Background: an optimization exercise with open tools, aiming at small area. Do not read the settings as production practice.
Function was checked by simulation only, so behaviour that the tests miss may differ from the original.
Power is estimated from default activity; no workload was simulated.

[flow/config.mk]
export PLATFORM = sky130hd
export DESIGN_NAME = topModule
export DESIGN_NICKNAME = topModule
export VERILOG_FILES = /design/flow/design.v
export SDC_FILE = /design/flow/constraint.sdc
export NUM_CORES = 4
export LEC_CHECK = 0
export CAP_MARGIN = 20
export CORE_MARGIN = 2
export CORE_UTILIZATION = 40
export CTS_BUF_LIST = sky130_fd_sc_hd__clkbuf_8
export SLEW_MARGIN = 20
[flow/constraint.sdc]
create_clock -name core_clock -period 10.0 [get_ports {clk}]
set_input_delay 2.0000 -clock core_clock [delete_from_list [all_inputs] [get_ports {clk}]]
set_output_delay 2.0000 -clock core_clock [all_outputs]
set_load 0.01 [all_outputs]
[flow/design.v]
module topModule (
    input clk, rst,
    input S1, S2,
    input S3,
    input S4,
    input S5,
    input S6,
    input S7,
    input PB1,
    output reg Buzzer,
    output reg LED0, LED1,
    output reg [7:0] seg_7_display,
    output reg [7:0] active_low_anode
);
    localparam Time = 2'b00, Set_time = 2'b01, Set_alarm = 2'b10, Alarm = 2'b11;
    reg [4:0] ph;
    reg [9:0] hi;
    wire ph_z = ~|ph[3:0];
    wire ph_wrap = ph[4] & ph_z;
    wire tick = ph_wrap & (&hi[8:0]) & ~hi[9];
    wire [2:0] slot = hi[2:0];
    always @(posedge clk or posedge rst)
        if (rst) begin
            ph <= 5'd0;
            hi <= 10'd0;
        end else begin
            ph <= {ph[3:0], ph[4] ^ ph[2] ^ ph_z};
            hi <= hi + {9'd0, ph_wrap};
        end
    reg [1:0] state;
    reg [5:0] seconds;               
    reg [5:0] minutes, alarm_minutes;
    reg [4:0] hours, alarm_hours;
    reg [1:0] alarm_led_counter;
    reg alarm_buzzer_counter;
    reg prv_S5;
    wire in_time  = state == Time;
    wire in_st    = state == Set_time;
    wire in_sa    = state == Set_alarm;
    wire sec59 = &{seconds[5:3], seconds[1:0]};
    wire min59 = &{minutes[5:3], minutes[1:0]};
    wire hr23  = &{hours[4], hours[2:0]};
    wire amin59 = &{alarm_minutes[5:3], alarm_minutes[1:0]};
    wire ahr23  = &{alarm_hours[4], alarm_hours[2:0]};
    wire go    = tick & ~S6;
    wire inc_m  = go & ((in_time & sec59) | (in_st & S3));
    wire inc_h  = go & ((in_time & sec59 & min59) | (in_st & S4));
    wire inc_am = go & in_sa & S3;
    wire inc_ah = go & in_sa & S4;
    wire match = (minutes == alarm_minutes) && (hours == alarm_hours);
    always @(posedge clk or posedge rst)
        if (rst) prv_S5 <= 1'b0;
        else if (tick) prv_S5 <= S5;
    always @(posedge clk or posedge rst)
        if (rst) begin
            minutes <= 6'd0; hours <= 5'd0;
            alarm_minutes <= 6'd0; alarm_hours <= 5'd0;
        end else begin
            if (inc_m)  minutes <= min59 ? 6'd0 : minutes + 6'd1;
            if (inc_h)  hours <= hr23 ? 5'd0 : hours + 5'd1;
            if (inc_am) alarm_minutes <= amin59 ? 6'd0 : alarm_minutes + 6'd1;
            if (inc_ah) alarm_hours <= ahr23 ? 5'd0 : alarm_hours + 5'd1;
        end
    always @(posedge clk or posedge rst)
        if (rst) begin
            state <= Time;
            seconds <= 6'd0;
            alarm_led_counter <= 2'd0;
            alarm_buzzer_counter <= 1'b0;
            LED0 <= 1'b0;
            LED1 <= 1'b0;
            Buzzer <= 1'b0;
        end else if (tick) begin
            if (S6) begin
                LED0 <= 1'b0;
                LED1 <= 1'b0;
                Buzzer <= 1'b0;
            end else begin
                LED1 <= 1'b1;
                Buzzer <= 1'b0;
                case (state)
                    Time: begin
                        seconds <= sec59 ? 6'd0 : seconds + 6'd1;
                        LED0 <= ~seconds[0];
                        if (S1) state <= Set_time;
                        else if (S2) state <= Set_alarm;
                        else if (match & S5 & ~prv_S5) state <= Alarm;
                    end
                    Set_time: begin
                        LED0 <= 1'b0;
                        if (!S1) state <= Time;
                    end
                    Set_alarm: begin
                        LED0 <= 1'b1;
                        if (!S2) state <= Time;
                    end
                    default: begin
                        alarm_led_counter <= alarm_led_counter + 2'd1;
                        LED0 <= ~(&alarm_led_counter);
                        if (!S7) begin
                            alarm_buzzer_counter <= ~alarm_buzzer_counter;
                            Buzzer <= ~alarm_buzzer_counter;
                        end
                        if (PB1) state <= Time;
                    end
                endcase
            end
        end
    wire [5:0] v = slot[1] ? {1'b0, S2 ? alarm_hours : hours} : (S2 ? alarm_minutes : minutes);
    reg [2:0] tens;
    reg [3:0] units;
    always @(*) begin
        case (v)
            6'd0: {tens, units} = {3'd0, 4'd0};
            6'd1: {tens, units} = {3'd0, 4'd1};
            6'd2: {tens, units} = {3'd0, 4'd2};
            6'd3: {tens, units} = {3'd0, 4'd3};
            6'd4: {tens, units} = {3'd0, 4'd4};
            6'd5: {tens, units} = {3'd0, 4'd5};
            6'd6: {tens, units} = {3'd0, 4'd6};
            6'd7: {tens, units} = {3'd0, 4'd7};
            6'd8: {tens, units} = {3'd0, 4'd8};
            6'd9: {tens, units} = {3'd0, 4'd9};
            6'd10: {tens, units} = {3'd1, 4'd0};
            6'd11: {tens, units} = {3'd1, 4'd1};
            6'd12: {tens, units} = {3'd1, 4'd2};
            6'd13: {tens, units} = {3'd1, 4'd3};
            6'd14: {tens, units} = {3'd1, 4'd4};
            6'd15: {tens, units} = {3'd1, 4'd5};
            6'd16: {tens, units} = {3'd1, 4'd6};
            6'd17: {tens, units} = {3'd1, 4'd7};
            6'd18: {tens, units} = {3'd1, 4'd8};
            6'd19: {tens, units} = {3'd1, 4'd9};
            6'd20: {tens, units} = {3'd2, 4'd0};
            6'd21: {tens, units} = {3'd2, 4'd1};
            6'd22: {tens, units} = {3'd2, 4'd2};
            6'd23: {tens, units} = {3'd2, 4'd3};
            6'd24: {tens, units} = {3'd2, 4'd4};
            6'd25: {tens, units} = {3'd2, 4'd5};
            6'd26: {tens, units} = {3'd2, 4'd6};
            6'd27: {tens, units} = {3'd2, 4'd7};
            6'd28: {tens, units} = {3'd2, 4'd8};
            6'd29: {tens, units} = {3'd2, 4'd9};
            6'd30: {tens, units} = {3'd3, 4'd0};
            6'd31: {tens, units} = {3'd3, 4'd1};
            6'd32: {tens, units} = {3'd3, 4'd2};
            6'd33: {tens, units} = {3'd3, 4'd3};
            6'd34: {tens, units} = {3'd3, 4'd4};
            6'd35: {tens, units} = {3'd3, 4'd5};
            6'd36: {tens, units} = {3'd3, 4'd6};
            6'd37: {tens, units} = {3'd3, 4'd7};
            6'd38: {tens, units} = {3'd3, 4'd8};
            6'd39: {tens, units} = {3'd3, 4'd9};
            6'd40: {tens, units} = {3'd4, 4'd0};
            6'd41: {tens, units} = {3'd4, 4'd1};
            6'd42: {tens, units} = {3'd4, 4'd2};
            6'd43: {tens, units} = {3'd4, 4'd3};
            6'd44: {tens, units} = {3'd4, 4'd4};
            6'd45: {tens, units} = {3'd4, 4'd5};
            6'd46: {tens, units} = {3'd4, 4'd6};
            6'd47: {tens, units} = {3'd4, 4'd7};
            6'd48: {tens, units} = {3'd4, 4'd8};
            6'd49: {tens, units} = {3'd4, 4'd9};
            6'd50: {tens, units} = {3'd5, 4'd0};
            6'd51: {tens, units} = {3'd5, 4'd1};
            6'd52: {tens, units} = {3'd5, 4'd2};
            6'd53: {tens, units} = {3'd5, 4'd3};
            6'd54: {tens, units} = {3'd5, 4'd4};
            6'd55: {tens, units} = {3'd5, 4'd5};
            6'd56: {tens, units} = {3'd5, 4'd6};
            6'd57: {tens, units} = {3'd5, 4'd7};
            6'd58: {tens, units} = {3'd5, 4'd8};
            6'd59: {tens, units} = {3'd5, 4'd9};
            6'd60: {tens, units} = {3'd6, 4'd0};
            6'd61: {tens, units} = {3'd6, 4'd1};
            6'd62: {tens, units} = {3'd6, 4'd2};
            6'd63: {tens, units} = {3'd6, 4'd3};
        endcase
    end
    wire [3:0] dv = slot[2] ? 4'd0 : (slot[0] ? {1'b0, tens} : units);
    always @(*) begin
        case (slot)
            3'd0: active_low_anode = 8'hFE;
            3'd1: active_low_anode = 8'hFD;
            3'd2: active_low_anode = 8'hFB;
            3'd3: active_low_anode = 8'hF7;
            default: active_low_anode = 8'hFF;
        endcase
        case (dv)
            4'd0: seg_7_display = 8'hC0;
            4'd1: seg_7_display = 8'hF9;
            4'd2: seg_7_display = 8'hA4;
            4'd3: seg_7_display = 8'hB0;
            4'd4: seg_7_display = 8'h99;
            4'd5: seg_7_display = 8'h92;
            4'd6: seg_7_display = 8'h82;
            4'd7: seg_7_display = 8'hF8;
            4'd8: seg_7_display = 8'h80;
            4'd9: seg_7_display = 8'h90;
            default: seg_7_display = 8'hC0;
        endcase
    end
endmodule
[flow/flow/run.sh]
#!/bin/bash
# Own layout flow: the standard flow (standard.sh) with these changes:
#  - synthesis maps all the logic, adders included, with area-oriented ABC
#    scripts and keeps the smallest result (flow/my_synth.tcl);
#    registers, their names and cell types are as in the standard synthesis;
#  - the port buffers that placement inserts are sky130_fd_sc_hd__buf_1;
#  - clock tree synthesis takes its arguments from flow/cts_args;
#  - the constant outputs share one tie cell.
# Each tool's output goes to its own log under orfs/logs; make's output to flow_make.log.
set -euo pipefail
HERE=$(pwd)
sed "s#SYNTH_SCRIPT=[^ ]*#SYNTH_SCRIPT=$HERE/flow/my_synth.tcl#" standard.sh > my_standard.sh
grep -q "SYNTH_SCRIPT=$HERE/flow/my_synth.tcl" my_standard.sh
export BUFFER_PORTS_ARGS="-buffer_cell sky130_fd_sc_hd__buf_1"
# keep synthesis's single tie cell for the constant outputs (no tie per port)
export SKIP_REPAIR_TIE_FANOUT=1
# clock tree options (ORFS's cts.tcl reads CTS_ARGS): no dummy loads
if [[ -f flow/cts_args ]]; then export CTS_ARGS="$(cat flow/cts_args)"; fi
bash my_standard.sh > flow_make.log 2>&1
[flow/flow/abc_a.script]
strash
&get -n
&st
&deepsyn -J 800 -S 7
&put
dch -f
amap -F 20 -A 30 -C 1000
topo
dnsize
[flow/flow/abc_b.script]
strash
&get -n
&st
&deepsyn -J 800 -S 7
&put
dch -f
amap
topo
dnsize
[flow/flow/abc_c.script]
strash
&get -n
&st
&deepsyn -J 800 -S 7
&put
dch -f
amap
strash
dch -f
amap
topo
dnsize
[flow/flow/abc_d.script]
strash
&get -n
&st
&deepsyn -J 800 -S 9
&put
dch -f
amap -F 20 -A 30 -C 1000
topo
dnsize
[flow/flow/abc_e.script]
strash
&get -n
&st
&deepsyn -J 800 -S 5
&put
dch -f
amap -F 20 -A 30 -C 1000
topo
dnsize
[flow/flow/cts_args]
-sink_clustering_enable -repair_clock_nets -buf_list sky130_fd_sc_hd__clkbuf_8 -dont_use_dummy_load
[flow/flow/my_synth.tcl]
# synth_recipe.tcl with one change: ABC maps the logic with area-oriented scripts
# (abc_*.script beside this file) instead of ORFS's speed script. Each script is
# tried on the same input and the mapping with the smallest cell area is kept.
# The scripts stop on step counts, not on time, so the result does not depend
# on the machine.
set ::my_abc_scripts [lsort [glob [file join [file dirname [file normalize [info script]]] abc_*.script]]]
proc synth {args} { yosys synth -nofsm -noshare {*}$args }
proc abc {args} {
  set i [lsearch -exact $args -script]
  set lib $::env(LIB_FILES)
  design -save my_pre_abc
  set best 1e30
  set best_sc ""
  foreach sc $::my_abc_scripts {
    design -load my_pre_abc
    set a $args
    if {$i >= 0} { lset a [expr {$i + 1}] $sc }
    yosys abc {*}$a
    set s [tee -q -s result.string stat -liberty [lindex $lib 0]]
    if {[regexp {Chip area for module[^:]*:\s*([0-9.]+)} $s -> area]} {
      puts "MY_ABC $sc area $area"
      if {$area < $best} { set best $area; set best_sc $sc; design -save my_best_abc }
    }
  }
  puts "MY_ABC best $best_sc area $best"
  design -load my_best_abc
}
# no separate adder mapping: ABC maps the adders with the rest of the logic
set ::env(ADDER_MAP_FILE) ""
source $::env(SCRIPTS_DIR)/synth.tcl
# left out here: clear keep_hierarchy, flatten, clean up, hide names made inside functions, write 1_2_yosys.v
[flow/standard.sh]
#!/bin/bash
# synth_recipe.tcl (not shown) runs the flow's synth.tcl, then flattens the netlist and writes it again
# the make line also repeats each setting of config.mk as NAME=value (left out here)
make -C /OpenROAD-flow-scripts/flow DESIGN_CONFIG=/design/flow/config.mk WORK_HOME=/design/flow/orfs CLKGATE_MAP_FILE= SYNTH_SCRIPT=/design/flow/synth_recipe.tcl "${@:-finish}"
==> run summary, run 1 <==
* Crit path DAT at 4.93 ns
* Run status: timing/DRC/antenna clean
* Slew margin rel. at 56.8%
* Syn_area_per_cell at 8.48 um^2
* Critical Path Slowest Stage Cell: nor2_1
* Kind of end point of the critical path: output port
* RSZ-0062 raised after global routing: no
* Total power at roughly 0.00034 W
* Io pins at 29
* Routed via count at around 2100
* Post-place instance area at between 0.002 and 0.003 mm^2
* Detailed Route WL at 5.02 mm
* Slew Limit Fails at 0
* DP Worst Slack at 3.05 ns
* Cell Chain, Critical Path: buf_1 -> clkinv_1 -> nor2_1 -> a22oi_1 -> o21ai_0 -> a21oi_1 -> nand2_1 -> nor3_1 -> a21oi_1 -> nand3_1 -> o21ai_0 -> clkinv_1 -> o21a_1 -> o21ai_0 -> o21ai_0 -> nor2_1 -> nor2_1 -> nor2_1 -> o21ai_0 -> nor2_1 -> buf_1
* Hold Vio Cnt, Final at 0
* Critical path required time at about 8.0 ns
* Initial DRC count at 51
* GP Congestion at roughly 0.8
* Critical path type: input port to output port
* Detail Placement HPWL at roughly 3.9 mm
* Remaining antenna violation count at 0
* WL met3 at 139 um
* Skew-Pair Late Insertion Delay at between 0.3 and 0.4 ns
* Power per cell area at between 100 and 150 mW/mm^2
* Highest clock rate at 144 MHz
* Crit path time final at between 6 and 7 ns
* Post-DR vias/cell at about 5.2
* Post-CTS Hold Fix Bufs at 0
* Clock sinks at 52
* Synth cell types at 32
* # diodes at 0
* Cell area after layout at ~0.0028 mm^2
* Register bit total from synthesis at 52
* Crit-path max FO at 6
* Max incr delay on CP at approximately 0.28 ns
* Cells after DPL at 398
* Synth warn at 1
* Core Area at between 0.006 and 0.007 mm^2
* Nets@finish at 338
* Tightest Hold Check Type: flop to flop
* Max VDD drop at approximately 0.000074 V
* DIE AREA at about 0.0071 mm^2
* Netlist Area Pre-Place at between 0.002 and 0.003 mm^2
* CTS tree: yes
* Total gr overflow at 0
* Sequential fraction of the synthesis area at about half
* Fin crit share at 69.3%
* # setup viols final at 0
* Worst clock skew at 0.0261 ns
* Worst setup margin at a little over 3 ns
* Worst Tran Pin Value at about 0.65 ns
* Clock slew at reported path FFs at roughly 0.07 ns
* DRT Pass-1 Iters at 4
* Routed length per placed instance at approximately 12 um
* Synth area leader: dfrtp_1
* FILL cells at about 650
* Htree depth at 2
* Synthesized instance count at 302
* # Max-Cap Violations at 0
* Remaining DRCs at 0
* Pleak at approximately 1.2 nW
* Initial antenna violation count at 0
* Number of global-route vias before repair at 2069
* Initial core utilization at 40.8%
* Setup Buffers After CTS at 0
* Asr flop ratio synth at 100%
* Critical Path Source Type: input port
* Dominant synthesized flop cell: dfrtp_1
* Port Buffers at 23
* Total CTS buffers at 5
* Post-CTS Resized at 0
* Fin cells at between 400 and 500
* Chip Width at ~84 um
* Share of cells above drive strength 1 at under 10%
* Die height at between 80 and 90 um
* Row cnt at 29
* Setup TNS at 0 ns
* Root buffer cell: clkbuf_8
* Share of the synthesized area in the top cell type at between 50 and 60%
* Largest net degree at the start of global routing at 53
* First-pass GRT wire length at 9.09 mm
* Routed wl met2 at 2.43 mm
* Number of synthesized flops with an enable pin at 0
* Tot GR Track Use at approximately 16%
* Routed length on met1 at between 2 and 2.5 mm
* Area grow syn2layout at 8.65%
* Mapped Nets at approximately 310
* Clock Tree Buf Depth at 2
* Synth top area cells: dfrtp_1 (51%), nor2_1 (11%), clkinv_1 (4.7%)
* Top Layer Used: met4
-- power by group --
group | total, W | switching, W | leakage [nW] | internal, W
combinational | 0.0000245 | 0.0000171 | 0.524 | 0.00000736
sequential | 0.000211 | 0.000000726 | 0.666 | 0.000211
clock | 0.000106 | 0.0000611 | 0.0359 | 0.0000453
-- registers in the layout, indices dropped and copies added (netlist names) --
signal                flops
prv_S5                    1
Buzzer                    1
alarm_led_counter         2
seconds                   6
alarm_hours               5
LED1                      1
minutes                   6
alarm_buzzer_counter      1
state                     2
hi                       10
ph                        5
LED0                      1
hours                     5
alarm_minutes             6
-- kinds of logic after synthesis --
family	Yosys count	share of synthesized area, %
AND/OR/NAND/NOR	132	22.7
AO/OA/AOI/OAI	79	19.8
flip-flops	52	50.8
buffers and inverters	37	6.16
XOR/XNOR	1	0.342
other	1	0.146
-- metal layers --
metal | vias up | global-route usage [%]
li1 | 1098 | -
met1 | 980 | 21.1
met2 | 22 | 25.6
met3 | 5 | 3.17
met4 | 0 | 5.87
met5 | - | 0
-- placed cells by master, fill, tap and decap left out, types with 2 or more instances in the layout --
cell	synthesis	layout
dfrtp_1	52	52
and3_1	9	9
a21oi_1	18	18
o22ai_1	9	9
o221ai_1	2	2
a31oi_1	3	3
nand3_1	5	5
clkbuf_8	0	5
clkinv_1	32	31
o21ai_0	18	18
a22oi_1	4	4
a222oi_1	2	2
and2_0	5	5
or3_1	5	5
o22a_1	4	4
nor4_1	3	3
nand4_1	3	3
nor2_1	73	73
o21a_1	13	13
or2_0	2	2
nor3_1	4	4
nand2_1	21	21
buf_1	0	23
-- critical path, delay by kind of cell --
family / cells / cell delay, ns
AO/OA/AOI/OAI: 9 / 1.22
buffers and inverters: 4 / 0.59
AND/OR/NAND/NOR: 8 / 1.12
-- synthesized netlist by cell type (4+ instances only) --
cell and n:
o22ai_1 9, and3_1 9, buf_4 5, dfrtp_1 52
and2_0 5, a21oi_1 18, nor3_1 4, or3_1 5
clkinv_1 32, a22oi_1 4, nor2_1 73, o21a_1 13
nand3_1 5, o22a_1 4, nand2_1 21, o21ai_0 18
-- area by class of cell --
class,count,area [um^2],share of cell area (%)
Sequential cell,52,1300,46.8
Inverter,32,120,4.32
Multi-Input combinational cell,213,1100,39.6
Clock buffer,5,68.8,2.47
Timing Repair Buffer,24,93.8,3.37
Tap cell,77,96.3,3.46
-- worst paths after layout --
check,depth (start not counted),to,slack (ns),from
setup / recovery,21,seg_7_display[0],3.07,S2
hold / removal,0,ph[4]$_DFF_PP0_,0.38,ph[3]$_DFF_PP0_
setup reg to reg,25,minutes[5]$_DFFE_PP0P_,5.34,ph[1]$_DFF_PP0_
hold reg to reg,0,ph[4]$_DFF_PP0_,0.38,ph[3]$_DFF_PP0_
max in group asynchronous,3,hi[8]$_DFF_PP0_,7.71,rst
min in group asynchronous,3,LED0$_DFFE_PP0N_,1.84,rst
-- metrics by stage --
stage	hold slack (ns)	util, %
6_report	0.377	44.3
4_1_cts	0.380	44.3
2_1_floorplan	0.355	-
5_1_grt	0.397	44.3
3_3_place_gp	0.362	43.2
3_5_place_dp	0.364	43.2
==> run 2: changes to the inputs <==
--- a/flow/design.v
+++ b/flow/design.v
@@ -14,3 +14,3 @@
 );
-    localparam Time = 2'b00, Set_time = 2'b01, Set_alarm = 2'b10, Alarm = 2'b11;
+    localparam Time = 2'b00, Set_time = 2'b11, Set_alarm = 2'b01, Alarm = 2'b10;
     reg [4:0] ph;
==> run 2 against run 1 <==
Still clean on timing, DRC and antenna. Core utilization barely moved. Non-clock buffer count did not move. Area after synthesis fell by 0.59%. Worst setup slack improved by 0.015 ns. First-iteration DRC count rose to 2.8 times the previous value.
==> run summary, run 2 <==
* Hold Slack at 0.386 ns (+0.00893 ns)
* Tightest Hold Check Type: flop to flop
* DIE AREA at 0.00702 mm^2 (-0.56%)
* GR Layer Usage met3 at 2.87% (-0.30 points)
* Post-CTS Hold Fix Bufs at 0 (unchanged)
* Most Used Layer, Global Route: met2
* Root buffer cell: clkbuf_8
* Synthesized instance count at 303 (+0.33%)
* Comb pwr share at 6.5% (-0.7 points)
* Core Area at 0.00624 mm^2 (-0.58%)
* Cells after DPL at 399 (+0.25%)
* Htree depth at 2 (unchanged)
* Share of the synthesized area in the top cell type at 51.1% (+0.30 points)
* # diodes at 0 (unchanged)
* Syn_area_per_cell at 8.40 um^2 (-0.91%)
* DRT Pass-1 Iters at 4 (unchanged)
* Pleak at 1.17 nW (-4.3%)
* Asr flop ratio synth at 100% (unchanged)
* Slew Limit Fails at 0 (unchanged)
* Remaining antenna violation count at 0 (unchanged)
* Hold Path End: ph[1]$_DFF_PP0_
* Mapped Nets at 313 (+0.32%)
* Max VDD drop at 0.0000569 V (-23%)
* Register bit total from synthesis at 52 (unchanged)
* Critical path type: input port to output port
* # setup viols final at 0 (unchanged)
* Share of cells above drive strength 1 at 2.14% (-0.0066 points)
* Initial core utilization at 40.8% (about the same)
* CP Launch Point: S2
* Setup Buffers After CTS at 0 (unchanged)
* Sequential fraction of the synthesis area at 51.1% (+0.30 points)
* Run status: timing/DRC/antenna clean
* Internal reg-to-reg setup slack at 5.05 ns (-0.29 ns)
* Fin crit share at 69.1% (-0.15 points)
* Detailed Route WL at 5.16 mm (+2.8%)
* Max FFs per register at 10 (unchanged)
* Clock sinks at 52 (unchanged)
* CTS tree: yes
* Kind of end point of the critical path: output port
* Synth top area cells: dfrtp_1 (51%), nor2_1 (9.4%), clkinv_1 (6.2%)
* Number of global-route vias before repair at 1945 (-6.0%)
* Port Buffers at 23 (unchanged)
* Critical Path Source Type: input port
* Hold Path Depth at 0 (unchanged)
* # Max-Cap Violations at 0 (unchanged)
* Number of synthesized flops with an enable pin at 0 (unchanged)
* Sequential share of power at 62.6% (+0.8 points)
* Skew-Pair Late Insertion Delay at 0.30 ns (about the same)
* Worst path most repeated cell: clkinv_1
* Largest net degree at the start of global routing at 31 (-42%)
* Clock slew at reported path FFs at 0.09 ns (+0.02 ns)
* Initial DRC count at 144 (+180%)
* Crit path DAT at 4.91 ns (-0.02 ns)
* Row cnt at 29 (unchanged)
* Initial antenna violation count at 0 (unchanged)
* Synth warn at 1 (unchanged)
* Area grow syn2layout at 8.70% (about the same)
* Max incr delay on CP at 0.30 ns (+0.02 ns)
* First-pass GRT wire length at 8.81 mm (-3.0%)
* Crit path time final at 6.91 ns (-0.0149 ns)
* Total gr overflow at 0 (unchanged)
* Count leader, synth: nor2_1
* Synth area leader: dfrtp_1
* Worst clock skew at 0.0193 ns (-0.00672 ns)
* Core Util, Final at 44.3% (about the same)
* Routed via count at 2123 (+0.86%)
* Detail Placement HPWL at 3.97 mm (+2.2%)
* Dominant synthesized flop cell: dfrtp_1
* Crit-path max FO at 5 (-1)
* Commonest cells after routing, fill and taps aside: nor2_1 (64), dfrtp_1 (52), clkinv_1 (41)
* Critical path required time at 8.00 ns (about the same)
* RSZ-0062 raised after global routing: no
* Critical R2R Launch: hi[0]$_DFF_PP0_
* Clk network pwr share at 30.9% (-0.2 points)
* Hold path startpoint: ph[0]$_DFF_PP0_
* Worst r2r path cells at 22 (-12%)
* Routed length per placed instance at 12.8 um (+2.6%)
* Io pins at 29 (unchanged)
* Hold Vio Cnt, Final at 0 (unchanged)
* Die height at 83.8 um (-0.28%)
* Total power at 0.000343 W (+0.22%)
* Reg2reg end: minutes[5]$_DFFE_PP0P_
* Post-DR vias/cell at 5.25 (+0.61%)
* Sw Ratio at 22.9% (-0.15 points)
* Remaining DRCs at 0 (unchanged)
* Netlist Area Pre-Place at 0.00254 mm^2 (-0.59%)
* Total CTS buffers at 5 (unchanged)
* Commonest cells post-synth: nor2_1 (64), dfrtp_1 (52), clkinv_1 (42)
* Chip Width at 83.8 um (-0.28%)
* GP Congestion at 0.931 (+16%)
* Post-CTS Resized at 0 (unchanged)
* Fin cells at 404 (+0.25%)
* Cell Chain, Critical Path: buf_1 -> clkinv_1 -> nand2_1 -> o22a_1 -> o221ai_1 -> nor2b_1 -> o21a_1 -> nor2_1 -> a21oi_1 -> o22ai_1 -> clkinv_1 -> o21ai_0 -> o22ai_1 -> o21ai_0 -> clkinv_1 -> buf_1
* Psw at 0.0000786 W (-0.45%)
* Commonest non-fill, non-tap cell in the layout: nor2_1
* Power per cell area at 124 mW/mm^2 (+0.77%)
* Nets@finish at 339 (+0.30%)
* Critical Path Slowest Stage Cell: o22ai_1
* Synth cell types at 31 (-3.1%)
* Highest clock rate at 145 MHz (+0.22%)
* Setup TNS at 0 ns (unchanged)
* Tot GR Track Use at 15.4% (-0.39 points)
* Met2 usage at 24.4% (-1.2 points)
* Biggest register: hi
* Clock Tree Buf Depth at 2 (unchanged)
* Cell-internal power at 0.000264 W (+0.42%)
* Met1 global-route usage at 21.8% (+0.68 points)
## run 2: changes by cell type after synthesis, sizes merged, moves of 6 or more
cell	delta
o22ai	+7
nor2	-9
clkinv	+10
nand3	+6
## run 2: per-layer routing
metal,vias to the layer above,share of wire [%]
met4,0,1.0
met3,7,4.6
li1,1092,-
met2,45,45
met1,979,50
met5,-,0
## run 2: worst max-delay path by stage
stage / endpoint / slack [ns] / cells past startpoint
detailed placement: seg_7_display[2] / 3.18 / 17
global route: seg_7_display[3] / 2.61 / 17
finish: seg_7_display[3] / 3.09 / 16
global placement: seg_7_display[3] / 3.32 / 17
CTS: seg_7_display[3] / 3.16 / 17
floorplan: seg_7_display[2] / 3.59 / 15
## run 2: critical path, delay by kind of cell
family                 cells  cell delay [ns]
AOI/OAI and AO/OA          8             1.56
and+or+nand+nor            3             0.62
buffers and inverters      5             0.72
## run 2: area by class of cell
type / instances / area [um^2]
fill: 629 / 3470
sequential: 52 / 1300
multi-input combinational: 204 / 1050
inverter: 42 / 158
tap: 77 / 96.3
timing repair buffer: 24 / 93.8
clock buffer: 5 / 68.8
## run 2: power groups by stage
stage                     clock [W]  sequential (W)  combinational [W]
after detailed placement          0        0.000219          0.0000226
final                      0.000106        0.000215          0.0000224
after CTS                  0.000111        0.000215          0.0000226
after global placement            0        0.000219          0.0000222
after floorplan                   0        0.000218          0.0000173
after global routing       0.000119        0.000215          0.0000258
## run 2: kinds of logic after synthesis
kind of cell    Yosys count  share of synthesized area [%]
simple gates            122                           20.8
compound gates           81                           20.2
flops                    52                           51.1
buf+inv                  47                           7.67
other cells               1                          0.147
## run 2: per-stage QoR
step / cell area (um^2) / setup WS, ns
detailed placement: 2700 / 3.18
global route: 2770 / 2.61
finish: 2770 / 3.09
global placement: 2700 / 3.32
CTS: 2770 / 3.16
floorplan: 2540 / 3.59

==> separate check: timing with driven ports <==
In the flow no input, the clock included, has a driving cell. The finished layouts below were timed again as built, in two steps.
Step 1 (the two cells are an assumption about what drives the block):
set clk [get_ports {clk}]
set_driving_cell -lib_cell sky130_fd_sc_hd__clkbuf_16 $clk
set_driving_cell -lib_cell sky130_fd_sc_hd__buf_2 [delete_from_list [all_inputs] $clk]
Step 2 adds t to the input delays and takes it off the output delays; t is the mean of the earliest and latest rising clock arrival at the registers after step 1. Input paths then give back, and output paths get back, about the clock's delay inside the block.
Three values: ideal, step 1, step 2; two values: the first two.
run | shift t [ns] | setup slack, ns | latest minus earliest clock arrival (ns) | pins driven straight from the clock port
run 1 | 0.325 | 3.071 / 3.049 / 3.049 | 0.026 / 0.026 | 1
run 2 | 0.319 | 3.085 / 3.060 / 3.060 | 0.020 / 0.019 | 1
After both steps every run listed still meets setup and hold. For run 2, which loses most, drivers alone change the setup slack by -0.025 ns; drivers and shift together by -0.025 ns.
